This is an optimization exercise on Yosys and OpenROAD, whose aim is small area and a short achievable clock period, not a production implementation.
For this run, only the layout was checked, not whether the RTL still works.

--- flow/design.v ---
module ntt_butterfly_2stage #(
    parameter W = 32,     
    parameter logic [2*W-1:0] Q = 64'd40961   
) (
    input  logic clk,
    input  logic reset,
    input  logic iNTT_mode,       
    input  logic [W-1:0] A_in,
    input  logic [W-1:0] B_in,
    input  logic [W-1:0] Wk_fwd,
    input  logic [W-1:0] Wk_inv,
    output logic [W-1:0] A_out,
    output logic [W-1:0] B_out
);
    logic [W-1:0]   Wk_selected;
    logic [2*W-1:0] pipe_mult_prod;    
    logic [W-1:0]   pipe_A_reg;        
    assign Wk_selected = iNTT_mode ? Wk_inv : Wk_fwd;
    always_ff @(posedge clk or posedge reset) begin
        if (reset) begin
            pipe_mult_prod <= '0;
            pipe_A_reg     <= '0;
        end else begin
            pipe_mult_prod <= B_in * Wk_selected;
            pipe_A_reg     <= A_in;
        end
    end
    logic [W-1:0] P_mod;   
    logic [W-1:0] B_term;  
    logic [W:0]   sum;     
    logic [W:0]   diff;    
    always_comb begin
        P_mod = pipe_mult_prod % Q;
    end
    assign B_term = P_mod;
    always_comb begin
        sum = pipe_A_reg + B_term;
        if (sum >= Q)
            A_out = sum - Q;
        else
            A_out = sum;
    end
    always_comb begin
        if (pipe_A_reg < B_term)
            diff = pipe_A_reg - B_term + Q;
        else
            diff = pipe_A_reg - B_term;
        B_out = diff[W-1:0];
    end
endmodule
module ntt_block_radix2_pipelined #(
    parameter W           = 32,
    parameter N           = 4,
    parameter logic [2*W-1:0] Modulus_Q   = 64'd2147483777,
    parameter OMEGA       = 1021707020,   
    parameter OMEGA_INV   = 1125776757    
) (
    input  logic clk,
    input  logic reset,
    input  logic data_valid_in,  
    input  logic iNTT_mode,      
    input  logic [N*W-1:0] Data_in,
    output logic [N*W-1:0] Data_out,
    output logic           data_valid_out,  
    output logic           mode_out         
);
    localparam LOG2_N = $clog2(N);
    logic [N*W-1:0] stage_regs [0:LOG2_N];
    logic [N*W-1:0] butterfly_out_wires [0:LOG2_N-1];
    logic [LOG2_N:0] valid_pipe;
    logic [LOG2_N:0] mode_pipe;
    function automatic [W-1:0] twiddle (
        input [2*W-1:0] base,
        input [2*W-1:0] mod,
        input integer   k
    );
        reg [2*W-1:0] twiddle_factor;
        integer i;
        begin
            twiddle_factor = 1;
            for (i = 0; i < k; i = i + 1)
                twiddle_factor = (twiddle_factor * base) % mod;
            twiddle = twiddle_factor[W-1:0];
        end
    endfunction
    function automatic integer bit_reverse_func (
        input integer addr_in
    );
        integer i;
        begin
            bit_reverse_func = 0;
            for (i = 0; i < LOG2_N; i = i + 1)
                if (addr_in & (1 << (LOG2_N - 1 - i)))
                    bit_reverse_func = bit_reverse_func | (1 << i);
        end
    endfunction
    always_ff @(posedge clk or posedge reset) begin
        if (reset) begin
            stage_regs[0] <= '0;
            valid_pipe[0] <= 1'b0;
            mode_pipe[0]  <= 1'b0;
        end else begin
            for (int i = 0; i < N; i++) begin
                stage_regs[0][i*W +: W] <= Data_in[bit_reverse_func(i)*W +: W];
            end
            valid_pipe[0] <= data_valid_in;
            mode_pipe[0]  <= iNTT_mode;
        end
    end
    genvar s, g, b;
    generate
        for (s = 0; s < LOG2_N; s = s + 1) begin : STAGE_LOOP
            localparam stride     = 1 << s;
            localparam num_groups = N / (stride * 2);
            for (g = 0; g < num_groups; g = g + 1) begin : GROUP_LOOP
                for (b = 0; b < stride; b = b + 1) begin : BFLY_LOOP
                    localparam top_idx     = (g * stride * 2) + b;
                    localparam bot_idx     = (g * stride * 2) + b + stride;
                    localparam twiddle_idx = b * num_groups;
                    localparam [W-1:0] WK_FWD = twiddle(OMEGA,     Modulus_Q, twiddle_idx);
                    localparam [W-1:0] WK_INV = twiddle(OMEGA_INV, Modulus_Q, twiddle_idx);
                    ntt_butterfly_2stage #(
                        .W(W),
                        .Q(Modulus_Q)
                    ) ntt_bfly_inst (
                        .clk(clk),
                        .reset(reset),
                        .iNTT_mode(mode_pipe[s]),
                        .A_in(stage_regs[s][top_idx*W +: W]),
                        .B_in(stage_regs[s][bot_idx*W +: W]),
                        .Wk_fwd(WK_FWD),
                        .Wk_inv(WK_INV),
                        .A_out(butterfly_out_wires[s][top_idx*W +: W]),
                        .B_out(butterfly_out_wires[s][bot_idx*W +: W])
                    );
                end
            end
            always_ff @(posedge clk or posedge reset) begin
                if (reset) begin
                    stage_regs[s+1] <= '0;
                end else begin
                    stage_regs[s+1] <= butterfly_out_wires[s];
                end
            end
            reg valid_mid_delay;
            reg mode_mid_delay;
            always_ff @(posedge clk or posedge reset) begin
                if (reset) begin
                    valid_mid_delay <= 1'b0;
                    valid_pipe[s+1] <= 1'b0;
                    mode_mid_delay  <= 1'b0;
                    mode_pipe[s+1]  <= 1'b0;
                end else begin
                    valid_mid_delay <= valid_pipe[s];
                    mode_mid_delay  <= mode_pipe[s];
                    valid_pipe[s+1] <= valid_mid_delay;
                    mode_pipe[s+1]  <= mode_mid_delay;
                end
            end
        end  
    endgenerate
    assign Data_out       = stage_regs[LOG2_N];
    assign data_valid_out = valid_pipe[LOG2_N];
    assign mode_out       = mode_pipe[LOG2_N];  
endmodule
--- flow/run.sh ---
#!/bin/bash
# synth_recipe.tcl (not shown) runs the flow's synth.tcl, then flattens the netlist and writes it again
# the make line also repeats each setting of config.mk as NAME=value (left out here)
make -C /OpenROAD-flow-scripts/flow DESIGN_CONFIG=/design/flow/config.mk WORK_HOME=/design/flow/orfs CLKGATE_MAP_FILE= SYNTH_SCRIPT=/design/flow/synth_recipe.tcl finish
--- flow/config.mk ---
export PLATFORM = sky130hd
export DESIGN_NAME = ntt_block_radix2_pipelined
export DESIGN_NICKNAME = ntt_block_radix2_pipelined
export VERILOG_FILES = /design/flow/design.v
export SDC_FILE = /design/flow/constraint.sdc
export NUM_CORES = 4
export LEC_CHECK = 0
export CAP_MARGIN = 20
export CORE_MARGIN = 2
export CORE_UTILIZATION = 45
export SLEW_MARGIN = 20
--- flow/constraint.sdc ---
create_clock -name core_clock -period 65.0 [get_ports {clk}]
set_input_delay 13.0000 -clock core_clock [delete_from_list [all_inputs] [get_ports {clk}]]
set_output_delay 13.0000 -clock core_clock [all_outputs]
set_load 0.01 [all_outputs]
==> summary.txt <==
* WHS at 0.335 ns
* CP Data Required Time at 65.55 ns
* Synthesized-area fraction occupied by adder cells at 20.4%
* Die Y at 520 µm
* Nature of the critical path endpoint: flip-flop
* Largest register FFs at 384
* Row cnt at 189
* Hpwl dp at 393000 µm
* Total number of vias at 112k
* Clock latency (worst-skew pair) at 0.74 ns
* Via/cell ratio at 5.99
* WS Path Type: flip-flop to flip-flop
* F_max at 15.8 MHz
* Reg2Reg Setup Slack at 1.87 ns
* Final WS setup at 1.87 ns
* Pins Over Slew Limit at 0
* Mapped cell area at 120000 µm²
* Arrival time worst endpoint at 63.67 ns
* Post-Synthesis Cells at 13.9k
* Antenna violations before repair at 30
* Largest family of logic cells by synthesized area: simple AND/OR/NAND/NOR gates
* Area fraction in compound gates after synthesis at 20.2%
* Die W at 520 µm
* Startpoint types: flip-flop
* Top cells by area, synth: dfrtp_1, fa_1, ha_1
* Pre-CTS WS at -1.06 ns
* Worst-path clk slew at 0.07 ns
* Synth top area share at 14.2%
* Hold Fails Final Rpt at 0
* Ys Warns at 5
* Global-route wire length before repair at 695000 µm
* IO Pins at 262
* Most numerous cell on the critical path: buf_4
* Commonest cells post-synth: inv_1, nor2_1, nand2_1, xnor2_1, fa_1
* DR DRC count at 0
* CP max FO at 30
* Cts bufs inserted at 76
* Utilization of the core after routing at 52.0%
* Setup-failing EPs final at 0
* Initial core utilization at 45.2%
* Syn_area_per_cell at 8.66 µm²
* Synth area leader: dfrtp_1
* Register area share after synthesis at 14.2%
* CP max-delay cell: or4_4
* Number of distinct library cells after synthesis at 226
* # nets final at 16.7k
* Share of cells above drive strength 1 at 20.5%
* Port bufs at 261
* Count leader, synth: inv_1
* GR Overflow Total at 0
* Avg WL per Cell at 24.8 µm
* Simple-gate share of the synthesized area at 24.1%
* H-tree levels at 3
* Placeable Area at 265000 µm²
* Pin count of the biggest net entering global routing at 174
* Slew margin rel. at 17.2%
* WL final at 464000 µm
* Initial DRT Pass Iterations at 6
* Antenna-violating nets left at 0
* HP Class: flip-flop to flip-flop
* Worst Skew at 0.0830 ns
* Slew @ Worst Pin at 1.23 ns
* CTS max path bufs at 3
* Tot GR Track Use at 33.2%
* Predominant post-synthesis flop cell: dfrtp_1
* Clock root buffer: clkbuf_16
* Ys async rst share at 100%
* CTS tree: done
* CP max stage delay at 0.62 ns
* Sink Count at 682
* Period utilisation layout at 97.1%
* Fin crit period at 63.13 ns
* Initial drt markers at 10.4k
* Setup TNS at 0 ns
* Full die area at 271000 µm²
* Synthesized flop and latch total at 682
* Outcome: finished clean
* Post-synth EDFFs at 0
* Final Wtd Congestion at 1.03
* Max Cap Viol at 0
* Mux cell area share after synthesis at 1.03%
* Synth-to-layout area growth at 14.9%
* Vias in the first global route at 110k
* Xor/xnor share of the synthesized area at 12.7%
## metal layers
metal / vias up / track usage, % / routed length (µm)
li1: 52000 / - / -
met1: 54900 / 42.8 / 194000
met2: 4200 / 55.3 / 217000
met3: 950 / 5.11 / 29900
met4: 4 / 14.4 / 23800
met5: - / 0 / 27
## repair_timing
item,4_1_cts,5_1_grt
hold buffers,0,0
pin swaps,3,62
endpoints found under the setup margin,62,64
setup buffers,6,83
cloned,0,7
resized for setup,25,213
## placed cells by master (no fill, tap or decap), types with 100 or more instances in the layout
master	count
buf_4	1327
inv_1	1230
nor2_1	1053
nand2_1	1038
xnor2_1	988
fa_1	749
ha_1	746
dfrtp_1	680
xor2_1	539
a21oi_1	496
nor3_1	414
o21ai_0	383
nand3_1	374
clkdlybuf4s50_1	261
nand4_1	203
nor4_1	178
or3_1	168
a21o_1	158
a31oi_1	156
nand2b_1	153
o21bai_1	134
o31ai_1	123
and2_1	106
or2_2	101
o211ai_1	100
## cell type report
class	count	area, µm²
diodes	2	5.00
clock buffers	95	2090
clock inverters	45	597
fillers	25500	127000
inverters	1244	4700
multi-input cells	11500	95800
flip-flops and latches	682	17100
well taps	3533	4420
repair buffers	1616	13100
## logic make-up (layout without fill, tap and decap cells)
family / after synthesis / count (layout)
and+or+nand+nor: 5100 / 5102
xor gates and xnor gates: 1644 / 1644
other: 1 / 8
adders and majority gates: 1516 / 1516
AOI/OAI and AO/OA: 3093 / 3097
muxes: 113 / 113
DFF: 682 / 682
buffers and inverters: 1711 / 3000
## per-stage QoR
stage	cell area [µm²]	instances
2_1_floorplan	120000	13900
3_3_place_gp	133000	18500
3_5_place_dp	133000	18500
4_1_cts	136000	18600
5_1_grt	138000	18700
6_report	138000	18700
## critical path: cells and delay by family, from the launching register on
| kind | cells | cell delay [ns] |
|---|---|---|
| compound gates | 99 | 25.36 |
| xor+xnor | 14 | 3.50 |
| fa+ha+maj | 2 | 0.66 |
| buf+inv | 34 | 6.30 |
| flops | 1 | 0.48 |
| mux | 3 | 0.89 |
| simple gates | 76 | 25.53 |
## final timing paths
kind / start / end / cells past startpoint
max: flip-flop / stage_regs[2][62]$_DFF_PP0_ / 228
min: stage_regs[0][79]$_DFF_PP0_ / flip-flop / 0
max reg2reg: flip-flop / stage_regs[2][62]$_DFF_PP0_ / 228
min reg2reg: stage_regs[0][79]$_DFF_PP0_ / flip-flop / 0
max in group asynchronous: reset / stage_regs[2][117]$_DFF_PP0_ / 5
min in group asynchronous: reset / asynchronous set/reset pin / 2

[re-timing with driven ports]
The flow's constraints put no driver on any port. The routed layout listed below was extracted and timed again, unchanged, in two steps.
Step 1 assumes that a clkbuf_16 drives the clock port and a buf_2 every other input.
Step 2 moves the port delays by t, midway between the first and last clock arrival at a register: inputs arrive t later, outputs are due t later. That takes back most of the time a late clock gives input paths.
Slacks: ideal ports / drivers / drivers and shift; pairs: ideal ports / drivers.
shift t [ns]: 0.798
setup slack, ns: 1.872 / 1.871 / 1.871
worst register clock-pin slew, ns: 0.07 / 0.07
After both steps setup and hold are still met in this run. For this run, drivers alone change the setup slack by -0.001 ns; drivers and shift together by -0.001 ns.
